This is an optimization exercise on Yosys and OpenROAD, whose aim is a short achievable clock period, not a production implementation.
Where RTL was checked, it was by simulation tests only, not by an equivalence proof against the original.
For runs 3 and 4, only the layout was checked, not whether the RTL still works.
The clock port is modelled as an ideal driver; clocking choices that lean on that would not hold on a real chip.

### flow/config.mk
export PLATFORM = sky130hd
export DESIGN_NAME = OS_Systolic
export DESIGN_NICKNAME = OS_Systolic
export VERILOG_FILES = /design/flow/design.v
export SDC_FILE = /design/flow/constraint.sdc
export NUM_CORES = 4
export LEC_CHECK = 0
export CAP_MARGIN = 20
export CORE_MARGIN = 2
export CORE_UTILIZATION = 55
export SETUP_SLACK_MARGIN = 4.3
export SLEW_MARGIN = 20
### flow/constraint.sdc
create_clock -name core_clock -period 7.0 [get_ports {clk}]
set_input_delay 1.4000 -clock core_clock [delete_from_list [all_inputs] [get_ports {clk}]]
set_output_delay 1.4000 -clock core_clock [all_outputs]
set_load 0.01 [all_outputs]
### flow/design.v
module OS_PE #(parameter in_word_size 	= 16,
						out_word_size 	= 16,
						enc 			= 0	)	 
(
	input     								clk		,
	input     								rst			,
	input   wire	[in_word_size-1:0]   	fmap_in		,
	input   wire	[in_word_size-1:0]   	fmap_next	,	 
	input	wire	[in_word_size-1:0]   	kernel_in	,
	input	wire	[in_word_size-1:0]   	kernel_next	,	 
	input	wire   	[out_word_size-1:0] 	Result_in_s	,
	input	wire   	[out_word_size-1:0] 	Result_in_c	,
	input 	wire 			  				Op_sel		,
	output	reg    [in_word_size-1:0]   	fmap_out	,
	output  reg    [in_word_size-1:0]   	kernel_out	,
	output 	reg    [out_word_size-1:0]  	Result_out_s,
	output 	reg    [out_word_size-1:0]  	Result_out_c
);
	localparam W = 16;
	function [2*W-1:0] csa;
		input [W-1:0] a, b, c;
		begin
			csa[W-1:0]   = a ^ b ^ c;
			csa[2*W-1:W] = ((a & b) | (a & c) | (b & c)) << 1;
		end
	endfunction
	wire [W-1:0] mcand  = (enc == 2) ? kernel_in : fmap_in;
	wire [W-1:0] mplier = (enc == 0) ? kernel_in : (enc == 1) ? kernel_next : fmap_next;
	wire [W:0]   mx = {mplier, 1'b0};
	wire [7:0] d_one, d_two, d_neg;	 
	wire [7:0] one, two, neg;		 
	genvar i;
	generate
		for (i = 0; i < 8; i = i + 1) begin : digit
			wire b2 = mx[2*i+2];
			wire b1 = mx[2*i+1];
			wire b0 = mx[2*i];
			assign d_one[i] = b1 ^ b0;
			assign d_two[i] = (b2 & ~b1 & ~b0) | (~b2 & b1 & b0);
			assign d_neg[i] = b2 & ~(b1 & b0);
		end
		if (enc == 0) begin : D
			assign one = d_one;
			assign two = d_two;
			assign neg = d_neg;
		end else begin : R
			reg [7:0] one_r, two_r, neg_r;
			always @ (posedge clk or negedge rst)
				if (!rst) begin
					one_r <= 0; two_r <= 0; neg_r <= 0;
				end else begin
					one_r <= d_one; two_r <= d_two; neg_r <= d_neg;
				end
			assign one = one_r;
			assign two = two_r;
			assign neg = neg_r;
		end
	endgenerate
	wire [W-1:0] pp [0:7];
	generate
		for (i = 0; i < 8; i = i + 1) begin : booth
			wire [W-1:0] mag = ({W{one[i]}} & mcand) | ({W{two[i]}} & {mcand[W-2:0], 1'b0});
			assign pp[i] = (mag ^ {W{neg[i]}}) << (2*i);
		end
	endgenerate
	wire [W-1:0] negs = {1'b0, neg[7], 1'b0, neg[6], 1'b0, neg[5], 1'b0, neg[4],
	                     1'b0, neg[3], 1'b0, neg[2], 1'b0, neg[1], 1'b0, neg[0]};
	wire [W-1:0] a0s, a0c, a1s, a1c, a2s, a2c;
	assign {a0c, a0s} = csa(pp[0], pp[1], pp[2]);
	assign {a1c, a1s} = csa(pp[3], pp[4], pp[5]);
	assign {a2c, a2s} = csa(pp[6], pp[7], negs);
	wire [W-1:0] b0s, b0c, b1s, b1c;
	assign {b0c, b0s} = csa(a0s, a0c, a1s);
	assign {b1c, b1s} = csa(a1c, a2s, a2c);
	wire [W-1:0] m0 = {pp[0][15] ^ pp[1][15] ^ pp[2][15] ^ pp[3][15] ^
	                   pp[4][15] ^ pp[5][15] ^ pp[6][15] ^ pp[7][15], b0s[W-2:0]};
	wire [W-1:0] m1 = {a0c[15], b0c[W-2:0]};
	wire [W-1:0] m2 = {a1c[15], b1s[W-2:0]};
	wire [W-1:0] m3 = {a2c[15], b1c[W-2:0]};
	wire [1:0]   e  = {b0c[15], b1c[15]};
	reg  [W-1:0] M0, M1, M2, M3;	 
	reg  [1:0]   E;					 
	reg  [W-1:0] As, Ac;			 
	wire [W-1:0] c0s, c0c, c1s, c1c, d0s, d0c, Ps, Pc;
	assign {c0c, c0s} = csa(As, Ac, M0);
	assign {c1c, c1s} = csa(M1, M2, M3);
	assign {d0c, d0s} = csa(c0s, c0c, c1s);
	wire [W-1:0] qs;
	assign {Pc, qs}   = csa(d0s, d0c, c1c);
	assign Ps = {qs[W-1] ^ E[1] ^ E[0], qs[W-2:0]};	 
always @ (posedge clk or negedge rst) begin
	if (!rst) begin
			fmap_out 	 <= 0;
			kernel_out 	 <= 0;
			M0 <= 0; M1 <= 0; M2 <= 0; M3 <= 0;
			E <= 0;
			As <= 0; Ac <= 0;
			Result_out_s <= 0;
			Result_out_c <= 0;
		end
	else begin
			fmap_out 	 <= fmap_in;
			kernel_out 	 <= kernel_in;
			M0 <= m0; M1 <= m1; M2 <= m2; M3 <= m3;
			E <= e;
			As <= Ps; Ac <= Pc;
			Result_out_s <= (Op_sel) ? Result_in_s : Ps;
			Result_out_c <= (Op_sel) ? Result_in_c : Pc;
	end
end
endmodule
module OS_PE_last #(parameter in_word_size 	= 16,
							out_word_size 	= 16,
							early 			= 0	)	 
(
	input     								clk		,
	input     								rst			,
	input   wire	[in_word_size-1:0]   	fmap_in		,
	input   wire	[in_word_size-1:0]   	fmap_next	,	 
	input	wire	[in_word_size-1:0]   	kernel_in	,	 
	input	wire	[in_word_size-1:0]   	kernel_next	,	 
	input	wire	[in_word_size-1:0]   	kernel_next2,	 
	input	wire	[in_word_size-1:0]   	kernel_next3,	 
	input	wire   	[out_word_size-1:0] 	Result_in_s	,
	input	wire   	[out_word_size-1:0] 	Result_in_c	,
	input 	wire 			  				Op_sel		,
	output	reg    [in_word_size-1:0]   	fmap_out	,
	output  reg    [in_word_size-1:0]   	kernel_out	,
	output 	reg    [out_word_size-1:0]  	Result_out
);
	localparam W = 16;
	function [2*W-1:0] csa;
		input [W-1:0] a, b, c;
		begin
			csa[W-1:0]   = a ^ b ^ c;
			csa[2*W-1:W] = ((a & b) | (a & c) | (b & c)) << 1;
		end
	endfunction
	wire [W-1:0] x   = early ? fmap_next    : fmap_in;
	wire [W-1:0] m   = early ? kernel_next  : kernel_in;
	wire [W-1:0] kn  = early ? kernel_next2 : kernel_next;
	wire [W-1:0] kn2 = early ? kernel_next3 : kernel_next2;
	reg [W-1:0] n3, n5, n7, n9, n15;
	reg [W-1:0] k3, k5, k7, k9, k11, k13, k15;
	wire [W-1:0] mult [0:15];
	assign mult[0]  = {W{1'b0}};
	assign mult[1]  = m;
	assign mult[2]  = {m[W-2:0], 1'b0};
	assign mult[3]  = k3;
	assign mult[4]  = {m[W-3:0], 2'b0};
	assign mult[5]  = k5;
	assign mult[6]  = {k3[W-2:0], 1'b0};
	assign mult[7]  = k7;
	assign mult[8]  = {m[W-4:0], 3'b0};
	assign mult[9]  = k9;
	assign mult[10] = {k5[W-2:0], 1'b0};
	assign mult[11] = k11;
	assign mult[12] = {k3[W-3:0], 2'b0};
	assign mult[13] = k13;
	assign mult[14] = {k7[W-2:0], 1'b0};
	assign mult[15] = k15;
	wire [W-1:0] r0 = mult[x[3:0]];
	wire [W-1:0] r1 = mult[x[7:4]]   << 4;
	wire [W-1:0] r2 = mult[x[11:8]]  << 8;
	wire [W-1:0] r3 = mult[x[15:12]] << 12;
	wire [W-1:0] a0s, a0c, b0s, b0c;
	assign {a0c, a0s} = csa(r0, r1, r2);
	wire [W-1:0] q4 = (r0 ^ r1) ^ (r2 ^ r3);
	wire [W-1:0] co4 = ((r0 ^ r1) & r2) | (~(r0 ^ r1) & r0);
	wire [W-1:0] ci4 = {co4[W-2:0], 1'b0};
	assign b0s = q4 ^ ci4;
	assign b0c = {((q4[W-2:0] & ci4[W-2:0]) | (~q4[W-2:0] & r3[W-2:0])), 1'b0};
	reg  [W-1:0] Ms, Mc;	 
	reg  [W-1:0] Acc;		 
	wire [W-1:0] Psum;		 
	wire [W-1:0] Rin  = Result_in_s + Result_in_c;
	generate
		if (early) begin : E
			reg [W-1:0] M3, Mp;
			always @ (posedge clk or negedge rst)
				if (!rst) begin
					M3 <= 0;
					Mp <= 0;
				end else begin
					M3 <= r3;
					Mp <= Ms + Mc + M3;
				end
			assign Psum = Acc + Mp;
		end else begin : N
			assign Psum = Acc + Ms + Mc;
		end
	endgenerate
always @ (posedge clk or negedge rst) begin
	if (!rst) begin
			fmap_out 	<= 0;
			kernel_out 	<= 0;
			n3 <= 0; n5 <= 0; n7 <= 0; n9 <= 0; n15 <= 0;
			k3 <= 0; k5 <= 0; k7 <= 0; k9 <= 0; k11 <= 0; k13 <= 0; k15 <= 0;
			Ms 			<= 0;
			Mc 			<= 0;
			Acc 		<= 0;
			Result_out 	<= 0;
		end
	else begin
			fmap_out 	<= fmap_in;
			kernel_out 	<= kernel_in;
			n3  <= kn2 + {kn2[W-2:0], 1'b0};
			n5  <= kn2 + {kn2[W-3:0], 2'b0};
			n7  <= {kn2[W-4:0], 3'b0} - kn2;
			n9  <= kn2 + {kn2[W-4:0], 3'b0};
			n15 <= {kn2[W-5:0], 4'b0} - kn2;
			k3  <= n3;
			k5  <= n5;
			k7  <= n7;
			k9  <= n9;
			k11 <= {kn[W-4:0], 3'b0} + n3;
			k13 <= {kn[W-4:0], 3'b0} + n5;
			k15 <= n15;
			Ms 			<= early ? a0s : b0s;
			Mc 			<= early ? a0c : b0c;
			Acc 		<= Psum;
			Result_out  <= (Op_sel) ? Rin : Psum;
	end
end
endmodule
module OS_PE_row #(parameter in_word_size 	= 16,
							 out_word_size 	= 16,
							 row 			= 3,
							 last 			= 0,
							 col 			= 0	)	 
(
	input 						clk,
	input 						rst,
	input [in_word_size -1:0] 	fmap_in,
	input [in_word_size*row -1:0] 	kernel_in,	 
	input [in_word_size*row -1:0] 	kernel_next,	 
	input [in_word_size*row -1:0] 	kernel_next2,	 
	input [in_word_size*row -1:0] 	kernel_next3,	 
	input [out_word_size*row-1:0] 	Result_in_s,	 
	input [out_word_size*row-1:0] 	Result_in_c,
	input Op_sel,
	output [in_word_size -1:0] 	fmap_out,
	output [in_word_size*row -1:0] 	kernel_out,
	output [out_word_size*row-1:0] 	Result_out_s,	 
	output [out_word_size*row-1:0] 	Result_out_c,
	output [out_word_size*row-1:0] 	Result_out		 
);
	wire [in_word_size-1:0] fmap_connection [0:row];
	assign fmap_connection[0] 	= fmap_in;
	assign fmap_out 				= fmap_connection[row];
genvar i;
generate
	for(i = 0; i < row; i = i + 1) begin : Systolic_row
		if (last) begin : L
			OS_PE_last #(in_word_size,out_word_size,(i > 0)) PE0 (
				.clk(clk), .rst(rst),
				.fmap_in(fmap_connection[i]),
				.fmap_next(fmap_connection[(i > 0) ? i-1 : 0]),
				.kernel_in(kernel_in[i*in_word_size +: in_word_size]),
				.kernel_next(kernel_next[i*in_word_size +: in_word_size]),
				.kernel_next2(kernel_next2[i*in_word_size +: in_word_size]),
				.kernel_next3(kernel_next3[i*in_word_size +: in_word_size]),
				.Result_in_s(Result_in_s[i*out_word_size +: out_word_size]),
				.Result_in_c(Result_in_c[i*out_word_size +: out_word_size]),
				.Op_sel(Op_sel),
				.fmap_out(fmap_connection[i+1]),
				.kernel_out(kernel_out[i*in_word_size +: in_word_size]),
				.Result_out(Result_out[i*out_word_size +: out_word_size])
			);
			assign Result_out_s[i*out_word_size +: out_word_size] = {out_word_size{1'b0}};
			assign Result_out_c[i*out_word_size +: out_word_size] = {out_word_size{1'b0}};
		end else begin : N
			OS_PE #(in_word_size,out_word_size,(col > 0) ? 1 : (i > 0) ? 2 : 0) PE0 (
				.clk(clk), .rst(rst),
				.fmap_in(fmap_connection[i]),
				.fmap_next(fmap_connection[(i > 0) ? i-1 : 0]),
				.kernel_in(kernel_in[i*in_word_size +: in_word_size]),
				.kernel_next(kernel_next[i*in_word_size +: in_word_size]),
				.Result_in_s(Result_in_s[i*out_word_size +: out_word_size]),
				.Result_in_c(Result_in_c[i*out_word_size +: out_word_size]),
				.Op_sel(Op_sel),
				.fmap_out(fmap_connection[i+1]),
				.kernel_out(kernel_out[i*in_word_size +: in_word_size]),
				.Result_out_s(Result_out_s[i*out_word_size +: out_word_size]),
				.Result_out_c(Result_out_c[i*out_word_size +: out_word_size])
			);
			assign Result_out[i*out_word_size +: out_word_size] = {out_word_size{1'b0}};
		end
	end
endgenerate
endmodule
module OS_Systolic #(parameter 	in_word_size 	= 16,
								out_word_size 	= 16,
								row 			= 5	,
								column			= 5	)
(
	input 						clk,
	input 						rst,
	input [in_word_size*column -1:0] 	fmap_in		,	 
	input [in_word_size*row -1:0] 	kernel_in 		,
	input [out_word_size*row-1:0] 	Result_in 		,
	input 						Op_sel						,
	output [in_word_size*column -1:0] 	fmap_out   	,
	output [in_word_size*row -1:0] 	kernel_out 	,
	output [out_word_size*row-1:0] 	Result_out
);
	wire [in_word_size*row - 1:0] kernel_connection [0:column];
	wire [out_word_size*row - 1:0] Rs_connection [0:column];	 
	wire [out_word_size*row - 1:0] Rc_connection [0:column];
	wire [out_word_size*row - 1:0] Rb_connection [0:column];	 
	assign kernel_connection[0] = kernel_in;
	assign Rs_connection[0] = Result_in;
	assign Rc_connection[0] = {out_word_size*row{1'b0}};
	assign kernel_out = kernel_connection[column ];
	assign Result_out = Rb_connection[column ];
genvar i;
generate
	for(i = 0; i < column; i = i + 1) begin : Systolic_column
		OS_PE_row #(in_word_size,out_word_size,row,(i == column-1),i) PE0_row
		(
			.clk(clk),
			.rst(rst),
			.fmap_in(fmap_in[i*in_word_size +: in_word_size]),
			.kernel_in(kernel_connection[i]),
			.kernel_next((i > 0) ? kernel_connection[i-1] : kernel_connection[0]),
			.kernel_next2((i > 1) ? kernel_connection[i-2] : kernel_connection[0]),
			.kernel_next3((i > 2) ? kernel_connection[i-3] : kernel_connection[0]),
			.Result_in_s(Rs_connection[i]),
			.Result_in_c(Rc_connection[i]),
			.Op_sel(Op_sel),
			.fmap_out(fmap_out[i*in_word_size +: in_word_size]),
			.kernel_out(kernel_connection[i+1]),
			.Result_out_s(Rs_connection[i+1]),
			.Result_out_c(Rc_connection[i+1]),
			.Result_out(Rb_connection[i+1])
		);
	end
endgenerate
endmodule
### flow/flow/run.sh
#!/bin/bash
set -euo pipefail
bash standard.sh MATCH_CELL_FOOTPRINT=0 PRE_CTS_TCL="$PWD/flow/pre_cts.tcl" finish > standard_flow.log 2>&1
### flow/flow/pre_cts.tcl
# Put each flip-flop that drives an output port's buffer right beside that
# buffer, then legalize.
proc my_pull_output_flops {} {
  set block [ord::get_db_block]
  set n 0
  foreach port [get_ports -quiet [all_outputs]] {
    set net [get_nets -quiet [get_full_name $port]]
    if {$net eq ""} continue
    foreach drv [get_pins -quiet -of_objects $net -filter "direction == output"] {
      set buf [get_cells -of_objects $drv]
      set in [get_pins -of_objects $buf -filter "direction == input"]
      set inet [get_nets -of_objects $in]
      foreach d2 [get_pins -quiet -of_objects $inet -filter "direction == output"] {
        set ff [get_cells -of_objects $d2]
        if {![string match "sky130_fd_sc_hd__dfrtp_*" [get_property $ff ref_name]]} continue
        set dbuf [sta::sta_to_db_inst $buf]
        set dff [sta::sta_to_db_inst $ff]
        set loc [$dbuf getLocation]
        $dff setLocation [lindex $loc 0] [lindex $loc 1]
        $dff setPlacementStatus PLACED
        incr n
      }
    }
  }
  puts "my_pull_output_flops: moved $n flip-flops"
  detailed_placement
}
my_pull_output_flops
### flow/standard.sh
#!/bin/bash
# synth_recipe.tcl (not shown) runs the flow's synth.tcl, then flattens the netlist and writes it again
# the make line also repeats each setting of config.mk as NAME=value (left out here)
make -C /OpenROAD-flow-scripts/flow DESIGN_CONFIG=/design/flow/config.mk WORK_HOME=/design/flow/orfs CLKGATE_MAP_FILE= SYNTH_SCRIPT=/design/flow/synth_recipe.tcl "${@:-finish}"
==> flow_metrics.tcl, run 1 <==
set metrics [dict create \
    async_flop_share_pct 100 \
    synth-compound-area-share_pct 10.8 \
    fin_setup_tns_ps 0 \
    critPathMaxFanout 2 \
    nets 23300 \
    syn-cell-area_um2 238000 \
    antenna_found_initial 106 \
    drtIter0Drc 17700 \
    syn_inst 19800 \
    vias_per_cell 5.98 \
    routedWlPerCell_um 29.4 \
    seq_area_frac_synth_pct 47.3 \
    final_cell_mix "dfrtp_1 (4417), inv_1 (1939), xnor2_1 (1450)" \
    crit_arrival_ps 3900 \
    fin_crit_ps 3000 \
    synth_ff_type "dfrtp_1" \
    tightest_slew_ps 1280 \
    start_util_pct 55.3 \
    multi_input_area_um2 120000 \
    synth_xor_area_share_pct 8.83 \
    port_buffers 482 \
    final_common_cell "dfrtp_1" \
    antenna_left 0 \
    synthDistinctLibCells 96 \
    status "complete, no violations" \
    synth-edff-count 0 \
    via_count 158000 \
    clk_latency_ps 1040 \
    pre_cts_slack_ps 2270 \
    drv_slew 0 \
    fin_util_pct 63.8 \
    globalRoute.totalOverflow 0 \
    fin_skew_ps 90.1 \
    hold_buffers 0 \
    drive_above_1_share_pct 17.7 \
    pin_count 483 \
    endpoint_kind "flop" \
    syn2layout_area_growth_pct 15.3 \
    setup_ws_ps 4000 \
    rsz0062_at_grt "true" \
    worstSetupPathType "reg2reg" \
    grt_pass1_wl_um 1130000 \
    synth_top_family_by_area "adder cells" \
    die_y_um 662 \
    regArea_um2 113000 \
    setup_viol 0 \
    synth_fa_ha_area_share_pct 18.6 \
    reg2reg_depth 13 \
    gp_congestion 1.00 \
    clock-sinks 4508 \
    fmax_mhz 333 \
    hold_class "in2async" \
    worstPathRequired_ps 7900 \
    final.fill_count 33400 \
    grt_pass1_vias 161000 \
    worst_setup_path_start_kind "flop" \
    synth_fp_nets 22800 \
    synth_mux_area_share_pct 4.35 \
    drc 0 \
    period_share_pct 42.9 \
    avgSynthCellArea_um2 12.1 \
    final_hold_viol_count 0 \
    grt_use_total_pct 35.4 \
    synth_simple_gate_area_share_pct 5.22 \
    max-cap-violations 0 \
    rows 241 \
    fp.dieArea_um2 439000 \
    slew-limit-headroom_pct 14.0 \
    dp_hpwl_um 570000 \
    cts_tree "done" \
    core_area_um2 431000 \
    cts_buffers 472 \
    die-width_um 662 \
    synth_warnings 11 \
    ys_seq_elements 4508 \
    wl_um 777000 \
    path_clk_slew_ps 60 \
    first_pass_iters 8 \
    grt_max_degree 163 \
]
-- kinds of logic after synthesis --
| group | count (synthesis) |
|---|---|
| and+or+nand+nor | 2500 |
| xor gates and xnor gates | 2402 |
| AOI/OAI and AO/OA | 3630 |
| buffers and inverters | 3071 |
| DFF | 4508 |
| adders and majority gates | 2751 |
| muxes | 903 |
-- worst max-delay path, cell delays in order, from the launching register on --
cell,delay [ps]
dfrtp_1,360
ha_1,280
ha_2,180
inv_2,50
fa_2,390
nor2b_4,140
o2111a_1,250
nor3_4,80
o31ai_4,260
a21o_1,180
a21oi_2,60
xnor2_1,130
buf_4,200
mux2_4,310
-- layout make-up --
type	count	area share (%)
timing repair buffer	1130	3.82
clock inverter	224	1.22
multi-input combinational	12200	43.5
inverter	1992	2.78
sequential	4508	41.1
antenna	54	0.0491
tap	5710	2.60
clock buffer	658	4.91
-- what timing repair did --
item	4_1_cts	5_1_grt
buffers inserted	168	176
cloned	11	8
pin swaps	142	243
resized for setup	1287	585
setup endpoints to repair	803	616
-- sequential cells by signal, summed over array words and instances, names as in the netlist, 240 cells and up --
| register | count |
|---|---|
| Systolic_column.PE0_row.Systolic_row.N.PE0.fmap_out | 320 |
| Systolic_column.PE0_row.Systolic_row.N.PE0.Ac | 280 |
| Systolic_column.PE0_row.Systolic_row.N.PE0.Result_out_c | 280 |
| Systolic_column.PE0_row.Systolic_row.N.PE0.M1 | 240 |
| Systolic_column.PE0_row.Systolic_row.N.PE0.kernel_out | 278 |
| Systolic_column.PE0_row.Systolic_row.N.PE0.As | 320 |
| Systolic_column.PE0_row.Systolic_row.N.PE0.Result_out_s | 320 |
| Systolic_column.PE0_row.Systolic_row.N.PE0.M0 | 320 |
-- metrics by stage --
| step | hold slack (ps) | cell area [um^2] | std cells |
|---|---|---|---|
| 6_report | 210 | 275000 | 26500 |
| 5_1_grt | 273 | 275000 | 26400 |
| 4_1_cts | 317 | 271000 | 26200 |
| 3_5_place_dp | 335 | 251000 | 25200 |
| 3_3_place_gp | 331 | 251000 | 25200 |
| 2_1_floorplan | 331 | 242000 | 19800 |
-- metal layers --
layer	up-vias	GRT usage, %	share of wire [%]
met5	-	0	0.037
met2	7016	51.8	43
met4	42	14.5	4.8
met1	81700	51.4	43
li1	67800	-	-
met3	1597	7.84	8.6
-- synthesized netlist by cell type (all sizes together), types with 201 or more instances --
cell	instances	share of area [%]
fa	1328	11
buf	201	0.36
xnor2	1486	5.5
mux2	726	3.4
nor2b	352	0.92
a21oi	520	1.1
dfrtp	4508	47
inv	1992	3.1
xor2	915	3.4
nor2	587	0.93
clkbuf	878	1.4
o21ai	433	0.91
nand2	653	1.0
a22oi	1621	5.1
ha	1414	7.4
-- path summary, 6_finish.rpt --
| check | start | endpoint | slack (ps) |
|---|---|---|---|
| worst min register to register | flop | flop | 340 |
| worst min-delay path | rst | asynchronous set/reset pin | 210 |
| max in group asynchronous | rst | asynchronous set/reset pin | 4620 |
| worst max-delay path | flop | flop | 4000 |
| worst max register to register | flop | flop | 4000 |
| min in group core_clock | flop | flop | 340 |
==> run 2: changes to the inputs <==
--- a/flow/design.v
+++ b/flow/design.v
@@ -142,15 +142,15 @@
 	wire [W-1:0] kn2 = early ? kernel_next3 : kernel_next2;
 	reg [W-1:0] n3, n5, n7, n9, n15;
-	reg [W-1:0] k3, k5, k7, k9, k11, k13, k15;
+	reg [W-1:0] k1, k3, k5, k7, k9, k11, k13, k15;	 
 	wire [W-1:0] mult [0:15];
 	assign mult[0]  = {W{1'b0}};
-	assign mult[1]  = m;
-	assign mult[2]  = {m[W-2:0], 1'b0};
+	assign mult[1]  = k1;
+	assign mult[2]  = {k1[W-2:0], 1'b0};
 	assign mult[3]  = k3;
-	assign mult[4]  = {m[W-3:0], 2'b0};
+	assign mult[4]  = {k1[W-3:0], 2'b0};
 	assign mult[5]  = k5;
 	assign mult[6]  = {k3[W-2:0], 1'b0};
 	assign mult[7]  = k7;
-	assign mult[8]  = {m[W-4:0], 3'b0};
+	assign mult[8]  = {k1[W-4:0], 3'b0};
 	assign mult[9]  = k9;
 	assign mult[10] = {k5[W-2:0], 1'b0};
@@ -196,5 +196,5 @@
 			kernel_out 	<= 0;
 			n3 <= 0; n5 <= 0; n7 <= 0; n9 <= 0; n15 <= 0;
-			k3 <= 0; k5 <= 0; k7 <= 0; k9 <= 0; k11 <= 0; k13 <= 0; k15 <= 0;
+			k1 <= 0; k3 <= 0; k5 <= 0; k7 <= 0; k9 <= 0; k11 <= 0; k13 <= 0; k15 <= 0;
 			Ms 			<= 0;
 			Mc 			<= 0;
@@ -210,4 +210,5 @@
 			n9  <= kn2 + {kn2[W-4:0], 3'b0};
 			n15 <= {kn2[W-5:0], 4'b0} - kn2;
+			k1  <= kn;
 			k3  <= n3;
 			k5  <= n5;
==> flow_metrics.tcl, run 2 <==
set metrics [dict create \
    drtIter0Drc 17400 \
    synth_ff_type "dfrtp_1" \
    async_flop_share_pct 100 \
    gp_congestion 0.964 \
    synth_top_family_by_area "adder cells" \
    worst_setup_path_start_kind "flop" \
    yosys.area.top_type "dfrtp_1" \
    status "complete, no violations" \
    core_area_um2 432000 \
    fin_cells 26500 \
    final_cell_area_um2 275000 \
    avgSynthCellArea_um2 12.0 \
    yosysMostFrequentCell "dfrtp_1" \
    rows 241 \
    pin_count 483 \
    clk_latency_ps 1040 \
    antenna_left 0 \
    synth-compound-area-share_pct 10.7 \
    rsz0062_at_grt "true" \
    synth_mux_area_share_pct 4.30 \
    critPathTopFamily "compound AO/OA/AOI/OAI gates" \
    dp.cells 25200 \
    drive_above_1_share_pct 17.6 \
    setup_viol 0 \
    synth_fa_ha_area_share_pct 18.6 \
    place_area_um2 251000 \
    grt_pass1_vias 161000 \
    grt_use_total_pct 34.7 \
    fin_setup_tns_ps 0 \
    drc 0 \
    critPathMaxFanout 14 \
    seq_area_frac_synth_pct 47.3 \
    fin_crit_ps 2960 \
    clock-sinks 4508 \
    critPathMaxStageDelay_ps 380 \
    synth_xor_area_share_pct 8.84 \
    endpoint_kind "flop" \
    period_share_pct 42.3 \
    fin_skew_ps 65.4 \
    globalRoute.totalOverflow 0 \
    final_hold_viol_count 0 \
    synth-edff-count 0 \
    vias_per_cell 5.97 \
    slew-limit-headroom_pct 23.9 \
    fp.dieArea_um2 439000 \
    path_clk_slew_ps 60 \
    antenna_found_initial 125 \
    synth.top_cell.area_share_pct 47.3 \
    cp_slowest_cell "dfrtp_2" \
    synth_fp_nets 22800 \
    syn_inst 19800 \
    synth_simple_gate_area_share_pct 5.35 \
    hold_class "reg2reg" \
    cts_buffers 468 \
    final_common_cell "dfrtp_1" \
    port_buffers 482 \
    wl_um 771000 \
    critPathBufInv 2 \
    fmax_mhz 338 \
    ys_seq_elements 4508 \
    cts_tree "done" \
    syn2layout_area_growth_pct 15.3 \
    worstPathRequired_ps 7910 \
    final_cell_mix "dfrtp_1 (4438), inv_1 (1957), xnor2_1 (1462)" \
    die_y_um 663 \
    final.fill_count 33300 \
    nets 23300 \
    synthTopCellsByArea "dfrtp_1 (47%), fa_1 (11%), ha_1 (7.4%), xnor2_1 (5.5%), a22oi_1 (5.2%)" \
    dp_hpwl_um 564000 \
    worstSetupPathType "reg2reg" \
    grt_max_degree 159 \
    synthDistinctLibCells 103 \
    crit_chain "buf_12 > ha_2 > inv_1 > fa_2 > o21bai_1 > a21oi_2 > o21ba_4 > o31ai_4 > a2111oi_4 > o21ai_1 > a21oi_1 > xnor2_1" \
    synthTopCellsByCount "dfrtp_1 (4508), inv_1 (1996), a22oi_1 (1639), xnor2_1 (1510), ha_1 (1414)" \
    worst_hold_slack_ps 312 \
    drv_slew 0 \
    crit_arrival_ps 3870 \
    die-width_um 663 \
    syn-cell-area_um2 239000 \
    start_util_pct 55.3 \
    tightest_slew_ps 1130 \
    synth_warnings 11 \
    routedWlPerCell_um 29.1 \
    max-cap-violations 0 \
    via_count 158000 \
    first_pass_iters 11 \
    grt_pass1_wl_um 1120000 \
]
run 2: changes by cell type after synthesis, sizes merged, moves of 20 or more:
cell / delta
a22o: -31
a21oi: -59
nor3: +62
nand2: +88
a31oi: +21
nand2b: -25
xor2: -26
xnor2: +28
clkbuf: -30
a22oi: +20
o21bai: -22
run 2: metal layers:
metal	share of wire [%]	up-vias	GRT usage, %	routed length, um
met5	0.046	-	0	353
met4	4.0	38	11.8	30600
met3	9.0	1481	8.39	69600
met2	43	7095	50.6	334000
met1	44	81600	51.1	337000
li1	-	68000	-	-
run 2: what timing repair did:
action                                  CTS  global route
cloned                                    5            10
pin swaps                               161           252
setup endpoints to repair               829           528
endpoints found under the hold margin     0             0
hold buffers                              0             0
setup buffers                           186           156
gates resized for setup                1316           573
run 2: worst register-to-register path, cell delays in order (launching register included):
cell	delay, ps
dfrtp_2	380
buf_12	200
ha_2	340
inv_1	70
fa_2	370
o21bai_1	220
a21oi_2	110
o21ba_4	230
o31ai_4	300
a2111oi_4	130
o21ai_1	160
a21oi_1	90
xnor2_1	260
run 2: through the flow:
step / utilization (%) / worst slack (ps)
6_report: 63.7 / 4040
5_1_grt: 63.7 / 3990
4_1_cts: 62.9 / 3970
3_5_place_dp: 58.2 / 2100
3_3_place_gp: 58.2 / 2170
2_1_floorplan: - / 3670
run 2: worst paths after layout:
path                       slack, ps                         end  start  depth (start not counted)
hold / removal                   310                        flop   flop                          0
max in group asynchronous       4640  asynchronous set/reset pin    rst                          3
hold reg to reg                  310                        flop   flop                          0
min in group asynchronous        410  asynchronous set/reset pin    rst                          1
setup / recovery                4040                        flop   flop                         12
setup reg to reg                4040                        flop   flop                         12
run 2: logic make-up (layout without fill, tap and decap cells):
| family | after synthesis | in the layout |
|---|---|---|
| multiplexers | 889 | 889 |
| flip-flops | 4508 | 4508 |
| AND/OR/NAND/NOR | 2595 | 2595 |
| buffers and inverters | 3077 | 4014 |
| XOR/XNOR | 2403 | 2403 |
| adder cells (fa/ha/maj) | 2748 | 2748 |
| other | 0 | 51 |
| AO/OA/AOI/OAI | 3583 | 3583 |
run 2: cell type report:
type,instances,area (um^2),share of cell area [%]
Timing Repair Buffer,1127,10500,3.83
Tap cell,5710,7140,2.60
Clock buffer,633,13300,4.84
Antenna cell,51,128,0.0464
Inverter,2016,7780,2.83
Sequential cell,4508,113000,41.1
Clock inverter,238,3490,1.27
Multi-Input combinational cell,12200,120000,43.5
==> run 3: changes to the inputs <==
==> flow/design.v (replaced) <==
module OS_PE #(parameter in_word_size 	= 16,
						out_word_size 	= 16) 
(
	input     								clk		,
	input     								rst			,
	input   wire	[in_word_size-1:0]   	fmap_in		,
	input	wire	[in_word_size-1:0]   	kernel_in	,
	input	wire   	[out_word_size-1:0] 	Result_in	,
	input 	wire 			  				Op_sel		,
	output	reg    [in_word_size-1:0]   	fmap_out	,
	output  reg    [in_word_size-1:0]   	kernel_out	,
	output 	reg    [out_word_size-1:0]  	Result_out
);
	wire    [out_word_size-1:0] Mul;
	reg	    [out_word_size-1:0] Psum;
	assign Mul = fmap_in * kernel_in;
always @ (posedge clk or negedge rst) begin 
	if (!rst) begin 
			fmap_out 	<= 0;
		   kernel_out 	<= 0;
		   Psum 			<= 0;
			Result_out 	<= 0;				
		end 
	else begin 
			fmap_out 	<= fmap_in;
			kernel_out 	<= kernel_in;
			Psum 			<= Psum + Mul;
			Result_out  <= (Op_sel) ? Result_in : Psum;
	end 
end 
endmodule 
module OS_PE_row #(parameter in_word_size 	= 16,
							 out_word_size 	= 16,
							 row 			= 3		)
(
	input 						clk,
	input 						rst,
	input [in_word_size -1:0] 	fmap_in,
	input [in_word_size*row -1:0] 	kernel_in,	 
	input [out_word_size*row-1:0] 	Result_in,	 
	input Op_sel,
	output [in_word_size -1:0] 	fmap_out,
	output [in_word_size*row -1:0] 	kernel_out,
	output [out_word_size*row-1:0] 	Result_out
);
	wire [in_word_size-1:0] fmap_connection [0:row];
	assign fmap_connection[0] 	= fmap_in;
	assign fmap_out 				= fmap_connection[row];
genvar i;
generate
	for(i = 0; i < row; i = i + 1) begin : Systolic_row
		OS_PE #(in_word_size,out_word_size) PE0 (
			clk,
			rst,
			fmap_connection[i],
			kernel_in[i*in_word_size +: in_word_size],
			Result_in[i*out_word_size +: out_word_size],
			Op_sel,
			fmap_connection[i+1],
			kernel_out[i*in_word_size +: in_word_size],
			Result_out[i*out_word_size +: out_word_size]
		);
	end
endgenerate
endmodule
module OS_Systolic #(parameter 	in_word_size 	= 16,
								out_word_size 	= 16,
								row 			= 5	,
								column			= 5	)
(
	input 						clk,
	input 						rst,
	input [in_word_size*column -1:0] 	fmap_in		,	 
	input [in_word_size*row -1:0] 	kernel_in 		,
	input [out_word_size*row-1:0] 	Result_in 		,
	input 						Op_sel						,
	output [in_word_size*column -1:0] 	fmap_out   	,
	output [in_word_size*row -1:0] 	kernel_out 	,
	output [out_word_size*row-1:0] 	Result_out 
);
	wire [in_word_size*row - 1:0] kernel_connection [0:column];
	wire [out_word_size*row - 1:0] Result_connection [0:column ];
	assign kernel_connection[0] = kernel_in;
	assign Result_connection[0] = Result_in;
	assign kernel_out = kernel_connection[column ];
	assign Result_out = Result_connection[column ];
genvar i;
generate
	for(i = 0; i < column; i = i + 1) begin : Systolic_column
		OS_PE_row #(in_word_size,out_word_size,row) PE0_row 
		(
			clk,
			rst,
			fmap_in[i*in_word_size +: in_word_size],
			kernel_connection[i],
			Result_connection[i],
			Op_sel,
			fmap_out[i*in_word_size +: in_word_size],
			kernel_connection[i+1],
			Result_connection[i+1]
		);
	end
endgenerate
endmodule
==> flow/run.sh (new file) <==
#!/bin/bash
# synth_recipe.tcl (not shown) runs the flow's synth.tcl, then flattens the netlist and writes it again
# the make line also repeats each setting of config.mk as NAME=value (left out here)
make -C /OpenROAD-flow-scripts/flow DESIGN_CONFIG=/design/flow/config.mk WORK_HOME=/design/flow/orfs CLKGATE_MAP_FILE= SYNTH_SCRIPT=/design/flow/synth_recipe.tcl finish
--- a/flow/config.mk
+++ b/flow/config.mk
@@ -8,5 +8,4 @@
 export CAP_MARGIN = 20
 export CORE_MARGIN = 2
-export CORE_UTILIZATION = 55
-export SETUP_SLACK_MARGIN = 4.3
+export CORE_UTILIZATION = 45
 export SLEW_MARGIN = 20
removed: flow/flow/run.sh
removed: flow/flow/pre_cts.tcl
removed: flow/standard.sh
==> flow_metrics.tcl, run 3 <==
set metrics [dict create \
    antenna_found_initial 28 \
    status "complete, no violations" \
    period_share_pct 86.6 \
    crit_chain "clkdlybuf4s50_1 > buf_4 > nand2_1 > fa_1 > inv_1 > fa_1 > ha_1 > fa_1 > inv_1 > fa_1 > fa_1 > inv_1 > ha_1 > or3_1 > o22ai_1 > o21ai_0 > a31oi_1 > xnor2_1" \
    worst_setup_path_start_kind "primary input" \
    clk_latency_ps 920 \
    critPathBufInv 5 \
    fp.dieArea_um2 346000 \
    synth.top_cell.area_share_pct 30.6 \
    avgSynthCellArea_um2 9.88 \
    routedWlPerCell_um 19.4 \
    final_hold_viol_count 0 \
    final_common_cell "inv_1" \
    grt_max_degree 162 \
    syn2layout_area_growth_pct 10.9 \
    dp_hpwl_um 318000 \
    ys_seq_elements 1600 \
    fin_util_pct 50.2 \
    cts.repair.resized 0 \
    synth_fp_nets 19500 \
    critPathMaxFanout 11 \
    cts_tree "done" \
    multi_input_area_um2 97400 \
    antenna_left 0 \
    core_area_um2 340000 \
    fin_setup_tns_ps 0 \
    fin_skew_ps 68.9 \
    nets 19800 \
    grt_use_total_pct 23.8 \
    hold_class "reg2reg" \
    via_count 100000 \
    grt_pass1_vias 108000 \
    yosys.area.top_type "fa_1" \
    cts_buffers 196 \
    worstPathRequired_ps 7740 \
    crit_arrival_ps 6800 \
    fmax_mhz 165 \
    reg2reg_depth 19 \
    clock-sinks 1600 \
    drtIter0Drc 5906 \
    final_cell_mix "inv_1 (3879), nand2_1 (2471), fa_1 (2350)" \
    pin_count 483 \
    rsz0062_at_grt "false" \
    critPathTopFamily "adder cells" \
    final.fill_count 31700 \
    critPathMaxStageDelay_ps 580 \
    hold_buffers 0 \
    synth_ff_type "dfrtp_1" \
    cts_root_buf "clkbuf_16" \
    synthTopCellsByArea "fa_1 (31%), dfrtp_1 (26%), ha_1 (11%), inv_1 (9.5%), nand2_1 (6.0%)" \
    syn-cell-area_um2 154000 \
    globalRoute.totalOverflow 0 \
    setup_viol 0 \
    port_buffers 482 \
    synth_warnings 3 \
    synth-edff-count 0 \
    worstSetupPathType "in2reg" \
    yosysMostFrequentCell "inv_1" \
    slew-limit-headroom_pct 26.8 \
    endpoint_kind "flop" \
    regArea_um2 40000 \
    worst-r2r-setup-slack_ps 1210 \
    cpMostUsedCell "fa_1" \
    syn_inst 15600 \
    max-cap-violations 0 \
    die-width_um 589 \
    async_flop_share_pct 100 \
    crit_start "kernel_in[17]" \
    worstHoldPathCells 0 \
    start_util_pct 45.2 \
    cts_buffer_depth 4 \
    cts.htree.levels 4 \
    postCtsSetupBuffers 0 \
    seq_area_frac_synth_pct 26.0 \
    drive_above_1_share_pct 3.88 \
    path_clk_slew_ps 60 \
    first_pass_iters 5 \
    gp_congestion 0.874 \
    tightest_slew_ps 1100 \
    synthTopCellsByCount "inv_1 (3879), nand2_1 (2471), fa_1 (2350), dfrtp_1 (1600), ha_1 (1300)" \
    rows 214 \
    cp_slowest_cell "clkdlybuf4s50_1" \
    vias_per_cell 4.86 \
    synthDistinctLibCells 44 \
    wl_um 400000 \
    drc 0 \
    drv_slew 0 \
    die_y_um 589 \
    grt_pass1_wl_um 640000 \
    fin_crit_ps 6060 \
]
-- run 3: cell count changes after synthesis, sizes merged, moves of 1022 or more --
cell	delta
dfrtp	-2908
inv	+1869
nand2	+1733
a22oi	-1641
and2	+1238
fa	+1022
-- run 3: layout make-up --
type                    instances  area share, %
well taps                    4536           3.33
clock inverters               108          0.800
diodes                         10         0.0147
clock buffers                 249           3.16
inverters                    3879           8.54
flip-flops and latches       1600           23.5
repair buffers                636           3.61
multi-input cells            9634           57.1
-- run 3: how the worst max path moves through the flow --
stage               slack, ps  endpoint  cells past startpoint
floorplan                 810      flop                     20
global placement          130      flop                     20
detailed placement        120      flop                     18
CTS                      1050      flop                     17
global route              750      flop                     21
finish                    940      flop                     18
-- run 3: cell families after synthesis --
group,synth area share [%]
AOI/OAI and AO/OA,3.29
xor gates and xnor gates,5.93
adders and majority gates,41.2
buffers and inverters,10.6
DFF,26.0
muxes,0.740
and+or+nand+nor,12.2
-- run 3: through the flow --
step,hold slack [ps],setup WS (ps),cells,area (um^2)
4_1_cts,373,1050,20600,171000
3_5_place_dp,366,117,20300,164000
2_1_floorplan,349,811,15600,154000
5_1_grt,395,746,20600,171000
6_report,374,941,20700,171000
3_3_place_gp,367,131,20300,164000
-- run 3: worst register-to-register path, stage by stage, from the launching register on --
cell and delay [ps]:
dfrtp_1 660, and2_1 330, fa_1 500, inv_1 60, fa_1 520, inv_1 50, fa_1 500, inv_1 60
fa_1 540, inv_1 50, fa_1 470, inv_1 50, fa_1 470, inv_1 40, ha_1 330, a21o_1 210
a21oi_1 130, o21ai_0 220, a31oi_1 330, xor2_1 180
-- run 3: routing by layer --
layer | part of all wire (%) | GRT usage (%) | vias to the layer above
li1 | - | - | 46000
met1 | 49 | 36.9 | 51400
met2 | 43 | 35.7 | 2489
met3 | 5.8 | 3.42 | 439
met4 | 1.8 | 4.48 | 4
met5 | 0.0067 | 0 | -
==> run 4: changes to the inputs <==
--- a/flow/design.v
+++ b/flow/design.v
@@ -1,4 +1,4 @@
 module OS_PE #(parameter in_word_size 	= 16,
-						out_word_size 	= 16) 
+						out_word_size 	= 16)
 (
 	input     								clk		,
@@ -12,22 +12,67 @@
 	output 	reg    [out_word_size-1:0]  	Result_out
 );
-	wire    [out_word_size-1:0] Mul;
-	reg	    [out_word_size-1:0] Psum;
-	assign Mul = fmap_in * kernel_in;
-always @ (posedge clk or negedge rst) begin 
-	if (!rst) begin 
+	localparam W = 16;
+	wire [W:0]   kx = {kernel_in, 1'b0};
+	reg  [W-1:0] pp [0:7];
+	reg  [W-1:0] negs;
+	integer i, j;
+	reg b2, b1, b0, one, two, neg;
+	reg [W-1:0] mag;
+	always @(*) begin
+		negs = {W{1'b0}};
+		for (i = 0; i < 8; i = i + 1) begin
+			b2 = kx[2*i+2];
+			b1 = kx[2*i+1];
+			b0 = kx[2*i];
+			one = b1 ^ b0;
+			two = (b2 & ~b1 & ~b0) | (~b2 & b1 & b0);
+			neg = b2 & ~(b1 & b0);
+			for (j = 0; j < W; j = j + 1)
+				mag[j] = (one & fmap_in[j]) | (two & ((j == 0) ? 1'b0 : fmap_in[(j == 0) ? 0 : j-1]));
+			pp[i] = (mag ^ {W{neg}}) << (2*i);
+			negs[2*i] = neg;
+		end
+	end
+	function [2*W-1:0] csa;
+		input [W-1:0] a, b, c;
+		begin
+			csa[W-1:0]   = a ^ b ^ c;
+			csa[2*W-1:W] = ((a & b) | (a & c) | (b & c)) << 1;
+		end
+	endfunction
+	wire [W-1:0] l1s0, l1c0, l1s1, l1c1, l1s2, l1c2;
+	assign {l1c0, l1s0} = csa(pp[0], pp[1], pp[2]);
+	assign {l1c1, l1s1} = csa(pp[3], pp[4], pp[5]);
+	assign {l1c2, l1s2} = csa(pp[6], pp[7], negs);
+	wire [W-1:0] l2s0, l2c0, l2s1, l2c1;
+	assign {l2c0, l2s0} = csa(l1s0, l1c0, l1s1);
+	assign {l2c1, l2s1} = csa(l1c1, l1s2, l1c2);
+	wire [W-1:0] l3s0, l3c0;
+	assign {l3c0, l3s0} = csa(l2s0, l2c0, l2s1);
+	wire [W-1:0] l4s0, l4c0;
+	assign {l4c0, l4s0} = csa(l3s0, l3c0, l2c1);
+	reg  [W-1:0] Ms, Mc, Acc;
+	wire [W-1:0] bs, bc;
+	assign {bc, bs} = csa(Acc, Ms, Mc);
+	wire [W-1:0] Psum = bs + bc;
+always @ (posedge clk or negedge rst) begin
+	if (!rst) begin
 			fmap_out 	<= 0;
-		   kernel_out 	<= 0;
-		   Psum 			<= 0;
-			Result_out 	<= 0;				
-		end 
-	else begin 
+			kernel_out 	<= 0;
+			Ms 			<= 0;
+			Mc 			<= 0;
+			Acc 		<= 0;
+			Result_out 	<= 0;
+		end
+	else begin
 			fmap_out 	<= fmap_in;
 			kernel_out 	<= kernel_in;
-			Psum 			<= Psum + Mul;
+			Ms 			<= l4s0;
+			Mc 			<= l4c0;
+			Acc 		<= Psum;
 			Result_out  <= (Op_sel) ? Result_in : Psum;
-	end 
-end 
-endmodule 
+	end
+end
+endmodule
 module OS_PE_row #(parameter in_word_size 	= 16,
 							 out_word_size 	= 16,
--- a/flow/config.mk
+++ b/flow/config.mk
@@ -9,3 +9,4 @@
 export CORE_MARGIN = 2
 export CORE_UTILIZATION = 45
+export SETUP_SLACK_MARGIN = 4.2
 export SLEW_MARGIN = 20
==> flow_metrics.tcl, run 4 <==
set metrics [dict create \
    status "complete, no violations" \
    synth_warnings 4 \
    cts_buffers 274 \
    synthTopCellsByArea "dfrtp_1 (37%), fa_1 (16%), xnor2_1 (10%), ha_1 (9.5%), a22oi_1 (6.0%)" \
    synth-compound-area-share_pct 11.8 \
    routedWlPerCell_um 22.0 \
    dp_hpwl_um 315000 \
    synthDistinctLibCells 71 \
    clk_latency_ps 920 \
    die-width_um 596 \
    fin_crit_ps 3930 \
    worstSetupPathType "reg2reg" \
    cts_tree "done" \
    syn-cell-area_um2 158000 \
    clock-sinks 2300 \
    final_common_cell "dfrtp_1" \
    fin_skew_ps 43.2 \
    drc 0 \
    port_buffers 482 \
    cts.htree.levels 5 \
    drive_above_1_share_pct 38.2 \
    crit_chain "ha_4 > a22oi_2 > xnor2_2 > fa_1 > inv_1 > fa_1 > fa_2 > xnor2_2 > xnor2_1 > xnor2_1 > xnor2_2 > xnor2_1 > xnor3_1" \
    rows 217 \
    synth_fa_ha_area_share_pct 25.4 \
    final_cell_mix "dfrtp_1 (1992), xnor2_1 (1508), inv_1 (1020)" \
    async_flop_share_pct 100 \
    synth-edff-count 0 \
    cp_slowest_cell "fa_1" \
    synth_ff_type "dfrtp_1" \
    grt_pass1_vias 113000 \
    hold_buffers 0 \
    hold_class "reg2reg" \
    first_pass_iters 6 \
    synth_top_family_by_area "adder cells" \
    avgSynthCellArea_um2 11.1 \
    yosys.area.top_type "dfrtp_1" \
    drtIter0Drc 8056 \
    drv_slew 0 \
    slew-limit-headroom_pct 35.4 \
    path_clk_slew_ps 60 \
    crit_arrival_ps 4690 \
    endpoint_kind "flop" \
    start_util_pct 45.2 \
    critPathMaxFanout 14 \
    synth_xor_area_share_pct 13.9 \
    synth_simple_gate_area_share_pct 4.67 \
    die_y_um 596 \
    critPathTopFamily "adder cells" \
    grt_max_degree 162 \
    critPathMaxStageDelay_ps 520 \
    wl_um 453000 \
    yosysMostFrequentCell "dfrtp_1" \
    synth_fp_nets 16900 \
    core_area_um2 349000 \
    rsz0062_at_grt "true" \
    final_hold_viol_count 0 \
    fp.dieArea_um2 355000 \
    antenna_found_initial 60 \
    vias_per_cell 5.36 \
    seq_area_frac_synth_pct 36.5 \
    pin_count 483 \
    cts_buffer_depth 4 \
    antenna_left 0 \
    globalRoute.totalOverflow 0 \
    max-cap-violations 0 \
    critPathBufInv 1 \
    cts_root_buf "clkbuf_16" \
    synth_mux_area_share_pct 2.36 \
    worstPathRequired_ps 7760 \
    grt_use_total_pct 25.2 \
    syn_inst 14200 \
    grt_pass1_wl_um 692000 \
    period_share_pct 56.2 \
    fmax_mhz 254 \
    via_count 110000 \
    setup_viol 0 \
    synth.top_cell.area_share_pct 36.5 \
    worst_setup_path_start_kind "flop" \
    tightest_slew_ps 969 \
    syn2layout_area_growth_pct 31.1 \
    synthTopCellsByCount "dfrtp_1 (2300), xnor2_1 (1838), inv_1 (1425), a22oi_1 (1253), fa_1 (1250)" \
    gp_congestion 0.875 \
    nets 18400 \
    ys_seq_elements 2300 \
    fin_setup_tns_ps 0 \
]
[run 4: changes by cell type after synthesis, moves of 150 or more]
cell and delta:
xor2_1 +403, mux2_2 +224, inv_1 -2454, xnor2_1 +1064
a22oi_1 +1253, dfrtp_1 +700, nor2_1 +184, a21oi_1 +729
nand2_1 -1739, and2_1 -1245, clkbuf_1 +150, nand2b_1 +230
fa_1 -1100, o21ai_0 -214
[run 4: logic make-up (layout without fill, tap and decap cells)]
kind of cell               Yosys count  in the layout
AOI/OAI and AO/OA                 2836           2836
xor gates and xnor gates          2458           2458
adders and majority gates         2450           2450
buffers and inverters             2234           4019
DFF                               2300           2300
muxes                              330            330
other                                0             19
and+or+nand+nor                   1583           1583
[run 4: area by class of cell]
cell class / count / area, um^2
Antenna cell: 19 / 47.5
Clock buffer: 364 / 7760
Clock inverter: 134 / 1580
Fill cell: 27700 / 142000
Inverter: 1476 / 5820
Multi-Input combinational cell: 9657 / 108000
Sequential cell: 2300 / 58000
Tap cell: 4599 / 5750
Timing Repair Buffer: 2045 / 19400
[run 4: path summary, 6_finish.rpt]
kind                                              endpoint  cells past startpoint  start  slack, ps
worst max-delay path                                  flop                     13   flop       3070
worst min-delay path                                  flop                      0   flop        400
worst max register to register                        flop                     13   flop       3070
worst min register to register                        flop                      0   flop        400
max in group asynchronous       asynchronous set/reset pin                      3    rst       4670
min in group asynchronous       asynchronous set/reset pin                      1    rst        450
[run 4: metrics by stage]
stage | cells | worst slack [ps] | area (um^2) | hold WS, ps | utilization [%]
floorplan | 14200 | 2400 | 165000 | 352 | -
global placement | 18600 | 1140 | 171000 | 387 | 49.0
detailed placement | 18600 | 1100 | 171000 | 395 | 49.0
CTS | 20300 | 3010 | 200000 | 400 | 57.2
global route | 20600 | 2940 | 207000 | 412 | 59.2
finish | 20600 | 3070 | 207000 | 402 | 59.2
[run 4: worst reg2reg max path, cell delays in order, from the launching register on]
cell and delay (ps):
dfrtp_1 460, ha_4 460, a22oi_2 160, xnor2_2 170, fa_1 520, inv_1 50
fa_1 460, fa_2 370, xnor2_2 150, xnor2_1 140, xnor2_1 240, xnor2_2 170
xnor2_1 150, xnor3_1 280
[run 4: metal layers]
layer  part of all wire [%]  global-route usage, %
met5                  0.051                      0
met3                    6.0                   3.99
met2                     44                   37.8
met1                     47                   38.1
met4                    2.4                   5.62
[run 4: what timing repair did]
action                     in CTS  in global routing
pin swaps                    1570               1032
setup endpoints to repair    1007                968
buffers inserted             1120                299
cloned                         25                  2
gates resized for setup      4298               1068

==> afterwards: timing with drivers on the ports <==
The results above use ideal ports. As a check the final layouts listed here were re-extracted and re-timed, cells and wires unchanged.
Step 1 sets driving cells, clkbuf_16 on the clock port and buf_2 on the other inputs (assumed; they add their load-dependent delay and slew).
Step 2, shift: input delay + t, output delay - t, t = (earliest + latest rising clock arrival at the registers) / 2. This alone moves slack from input paths to output paths.
Three values: ideal ports, drivers, drivers and shift; two values: the first two.
run	t (ns)	slack for setup (ns)	worst setup path at the end	worst data-port slew with drivers (ns)
run 1	1.123	3.997 / 3.907 / 3.072	input to register	0.28
run 2	1.137	4.040 / 3.916 / 3.160	input to register	0.32
run 3	0.984	0.941 / 1.002 / 0.018	input to register	0.16
run 4	0.994	3.067 / 3.067 / 2.187	input to register	0.16
After both steps setup and hold are still met in every run listed. The setup slack of run 1, which loses most, moves by -0.090 ns with the drivers and by -0.925 ns with both steps.
